What follows belongs to an exercise in optimizing a design on an open flow for small area; a production flow would make more cautious choices. Only simulation tests tie the RTL to the original design; equivalence was not proved. The clock port is modelled as an ideal driver, which makes a skipped or thinned clock tree look cheaper than it is; a real chip needs a root buffer or a tree. Power and IR drop assume default switching activity.

==> flow/design.v <==
`timescale 1ns / 1ps
module sevensegdecoder(Seg,HexVal);
	output 	[0:6] Seg;
	input 	[3:0] HexVal;
	wire h3 = HexVal[3], h2 = HexVal[2], h1 = HexVal[1], h0 = HexVal[0];
	wire one  = ~h3 & ~h2 & ~h1 & h0;
	wire four = h2 & ~h1 & ~h0;
	wire svn  = h2 & h1 & h0;
	assign Seg[0] = one | four;                     
	assign Seg[1] = h2 & (h1 ^ h0);                 
	assign Seg[2] = ~h2 & h1 & ~h0;                 
	assign Seg[3] = one | four | svn;               
	assign Seg[4] = h0 | (h2 & ~h1);                
	assign Seg[5] = (~h2 & h1) | (h1 & h0) | (~h3 & ~h2 & h0);  
	assign Seg[6] = (~h3 & ~h2 & ~h1) | svn;        
endmodule
`timescale 1ns / 1ps
module TopLevelModule(seg, an, clk, rst, dp, start, stop, dswitch, reset, lap, TimeSet);
    output [0:6] seg;
    output [3:0] an;
    output [0:0] dp;
    input clk, rst, start, stop, dswitch, reset, lap, TimeSet;
    localparam integer TICK_LIMIT = 500;
    reg       tick, running, flashing, started, countDirection, resetState, lapState, setState;
    reg [8:0] count;           
    reg [3:0] A, C, D;
    reg [2:0] B;
    reg [3:0] lapA, lapC, lapD;
    reg [2:0] lapB;
    reg [5:0] lo;
    reg [1:0] slot;
    reg [4:0] fl;
    reg       blank;           
    reg [3:0] Hex;             
    wire zA = ~|A, zB = ~|B, zC = ~|C, zD = ~|D;
    wire zero = zA & zB & zC & zD;
    wire r1   = ~stop & (start | running);            
    wire n_countDirection = r1 ? countDirection : dswitch;
    wire n_resetState     = r1 ? resetState : reset;
    wire st1  = ~reset & started;
    wire zstop = zero & st1 & ~setState;               
    wire n_running  = r1 & ~zstop;
    wire n_flashing = zero & (zstop | (~start & ~stop & flashing));
    wire n_started  = ~zero | (st1 & setState);
    wire n_lapState = (lap & n_countDirection) | (~n_resetState & ~start & lapState);
    wire n_setState = n_running ? setState : TimeSet;
    wire [8:0] sum = count + (n_setState ? 9'd5 : 9'd1);
    wire wrap = (sum >= TICK_LIMIT);
    wire tick_en = wrap & ~tick;                       
    wire up = n_countDirection;
    wire clr = tick_en & n_resetState;
    wire sD = tick_en & n_running;
    wire sC = sD & (up ? (D[3] & D[0]) : zD);
    wire sB = sC & (up ? (C[3] & C[0]) : zC);
    wire sA = sB & (up ? (B[2] & B[0]) : zB);
    function [3:0] tog10;   
        input [3:0] q; input u; input z;
        begin
            tog10[0] = 1'b1;
            tog10[1] = u ? (q[0] & ~q[3]) : (~q[0] & ~z);
            tog10[2] = u ? (q[1] & q[0]) : (~q[0] & ~q[1] & (q[2] | q[3]));
            tog10[3] = u ? ((q[2] & q[1] & q[0]) | (q[3] & q[0])) : (~q[0] & ~q[1] & ~q[2]);
        end
    endfunction
    function [2:0] tog6;    
        input [2:0] q; input u; input z;
        begin
            tog6[0] = 1'b1;
            tog6[1] = u ? (q[0] & ~q[2]) : (~q[0] & ~z);
            tog6[2] = u ? ((q[1] & q[0]) | (q[2] & q[0])) : (~q[0] & ~q[1]);
        end
    endfunction
    wire z5 = ~|lo[4:0];
    wire load = z5 & ~lo[5];                           
    wire last = z5 & lo[5];                            
    wire fb = lo[5] ^ lo[4] ^ z5;
    wire [1:0] slot_n = slot + {1'b0, load};
    wire [4:0] fl_n = fl + {4'd0, last & slot[1] & slot[0]};
    reg [3:0] digit;
    always @* begin
        case (slot_n)
            2'd0: digit = lapA;
            2'd1: digit = {1'b0, lapB};
            2'd2: digit = lapC;
            default: digit = lapD;
        endcase
    end
    wire flash_off = flashing & fl_n[4];
    always @(posedge clk) begin
        if (rst) begin
            tick <= 1'b0;
            running <= 1'b0;
            flashing <= 1'b0;
            started <= 1'b0;
            countDirection <= 1'b1;
            resetState <= 1'b0;
            lapState <= 1'b0;
            setState <= 1'b0;
            count <= 9'd0;
            A <= 0; B <= 0; C <= 0; D <= 0;
            lapA <= 0; lapB <= 0; lapC <= 0; lapD <= 0;
            lo <= 6'd0;
            slot <= 2'd3;
            fl <= 5'd0;
            blank <= 1'b1;
            Hex <= 4'd0;
        end else begin
            running <= n_running;
            flashing <= n_flashing;
            started <= n_started;
            countDirection <= n_countDirection;
            resetState <= n_resetState;
            lapState <= n_lapState;
            setState <= n_setState;
            if (wrap) begin
                count <= 9'd0;
                tick <= ~tick;
            end else
                count <= sum;
            if (clr) begin
                A <= 0; B <= 0; C <= 0; D <= 0;
            end else begin
                A <= A ^ ({4{sA}} & tog10(A, up, zA));
                B <= B ^ ({3{sB}} & tog6(B, up, zB));
                C <= C ^ ({4{sC}} & tog10(C, up, zC));
                D <= D ^ ({4{sD}} & tog10(D, up, zD));
            end
            if (~n_lapState) begin
                lapA <= A; lapB <= B; lapC <= C; lapD <= D;
            end
            lo <= {lo[4:0], fb};
            slot <= slot_n;
            fl <= fl_n;
            if (load) Hex <= digit;
            blank <= flash_off | (blank & ~load);
        end
    end
    sevensegdecoder u1(.Seg(seg), .HexVal(Hex));
    assign an = blank ? 4'b1111 : ~(4'b1000 >> slot);
    assign dp = slot[0];
endmodule
export LEC_CHECK = 0
export CAP_MARGIN = 20
export CORE_MARGIN = 2
export CORE_UTILIZATION = 40
export PLACE_DENSITY = 0.6
export SLEW_MARGIN = 20
create_clock -name core_clock -period 10.0 [get_ports {clk}]
standard.sh (not shown) runs the stock make flow with config.mk's settings and CLKGATE_MAP_FILE= SYNTH_SCRIPT=/design/flow/synth_recipe.tcl, a recipe that flattens the netlist after the stock synthesis.
==> flow/flow/run.sh <==
#!/bin/bash
# Own layout flow: the standard ORFS flow (same make targets, config and SDC), except:
#  - synthesis maps the logic with an area-oriented ABC script (flow/area.abc: three timed
#    &deepsyn AIG searches in a row, then area mapping); every step
#    before ABC is the standard synthesis unchanged, so register names and types are the same;
#    Adders are left to ABC too (ADDER_MAP_FILE empty: no half/full-adder cells mapped first);
#  - port buffers are the smallest buffer (buf_1);
#  - the clock tree is one level of clock buffers, one per cluster of flip-flops
#    (flow/clock_buffer.tcl), instead of TritonCTS's
#    H-tree; the rest of the CTS step (placement legalisation, timing repair) is unchanged.
# ORFS's scripts are copied to ./scripts and patched only at those two places.
# Each tool's output goes to a log file in this folder (and ORFS's own logs under orfs/logs).
set -euo pipefail
W=$(pwd)
S=$W/scripts
rm -rf "$S"
cp -r "$FLOW_HOME/scripts" "$S"

# synthesis: ORFS's synth.tcl with our ABC script
sed -i "s#log_cmd abc {\*}\$abc_args#log_cmd abc -script $W/flow/area.abc {*}[lrange \$abc_args 2 end]#" "$S/synth.tcl"
grep -q "abc -script $W/flow/area.abc" "$S/synth.tcl"
# CTS: one clock buffer instead of clock_tree_synthesis
sed -i "s#log_cmd clock_tree_synthesis {\*}\$cts_args#source $W/flow/clock_buffer.tcl#" "$S/cts.tcl"
grep -q "source $W/flow/clock_buffer.tcl" "$S/cts.tcl"

export OWN_CLOCK_BUFFER=${OWN_CLOCK_BUFFER:-sky130_fd_sc_hd__clkbuf_8}
export OWN_CLOCK_CLUSTERS=${OWN_CLOCK_CLUSTERS:-4}
RESULTS=$W/orfs/results/$FLOW_PLATFORM/TopLevelModule/base
make -C "$FLOW_HOME" DESIGN_CONFIG="$W/config.mk" WORK_HOME="$W/orfs" CLKGATE_MAP_FILE= \
  SCRIPTS_DIR="$S" SYNTH_SCRIPT="$W/synth_recipe.tcl" ADDER_MAP_FILE= \
  BUFFER_PORTS_ARGS="-buffer_cell sky130_fd_sc_hd__buf_1" \
  finish > "$W/make_finish.log" 2>&1

: # left out here: write the final layout as DEF
==> flow/flow/area.abc <==
strash
&get -n
&deepsyn -T 20 -S 1
&deepsyn -T 20 -S 2
&deepsyn -T 20 -S 3
&put
dch -f
amap
topo
Other scripts of this flow, unchanged in this note and not shown: flow/flow/clock_buffer.tcl
Then changed:
--- a/flow/flow/run.sh
+++ b/flow/flow/run.sh
@@ -1,6 +1,6 @@
 #!/bin/bash
 # Own layout flow: the standard ORFS flow (same make targets, config and SDC), except:
-#  - synthesis maps the logic with an area-oriented ABC script (flow/area.abc: three timed
-#    &deepsyn AIG searches in a row, then area mapping); every step
+#  - synthesis maps the logic with an area-oriented ABC script (flow/area.abc: a timed
+#    &deepsyn AIG search, then area mapping); every step
 #    before ABC is the standard synthesis unchanged, so register names and types are the same;
 #    Adders are left to ABC too (ADDER_MAP_FILE empty: no half/full-adder cells mapped first);
==> flow/flow/area.abc (replaced) <==
strash
&get -n
&deepsyn -T 60
&put
dch -f
amap
topo
The new run went through all stages and came out clean.
Area after synthesis increases by 1.9%.
Cell area rises by 1.4%.
Clock power is about the same.
Die area grows by 1.8%.
Clock skew rose by 6.3 ps.
Sequential share of layout area falls by 0.65 points.
Worst hold slack is better by 6.9 ps.
Worst setup slack improved by 260 ps.
Utilization is higher by 0.13 points.
No run of this note takes its clock network from TritonCTS; it comes from the design's own scripts or RTL.

==> port drivers added, routing unchanged <==
No port has a modelled driver above. Below, the same layouts with a new extraction and two added sets of constraints.
Step 1: set_driving_cell puts a clkbuf_16 on clk and a buf_2 on each other input, an assumption about the parent block.
Step 2 also shifts input and output timing later by t, the mid clock arrival at the registers, as if the neighbouring blocks saw the same clock.
a / b / c = ideal ports / drivers / drivers and shift; a / b = the first two.
run	t (ns)	slack for setup (ns)	worst register clock-pin slew, ns	pins driven straight from the clock port
the first run	0.207	3.315 / 3.350 / 3.143	0.11 / 0.11	4
the second run	0.211	3.578 / 3.615 / 3.405	0.12 / 0.12	4
After both steps setup and hold are still met in every run listed. For the second run, which loses most, drivers alone change the setup slack by +0.037 ns; drivers and shift together by -0.173 ns.
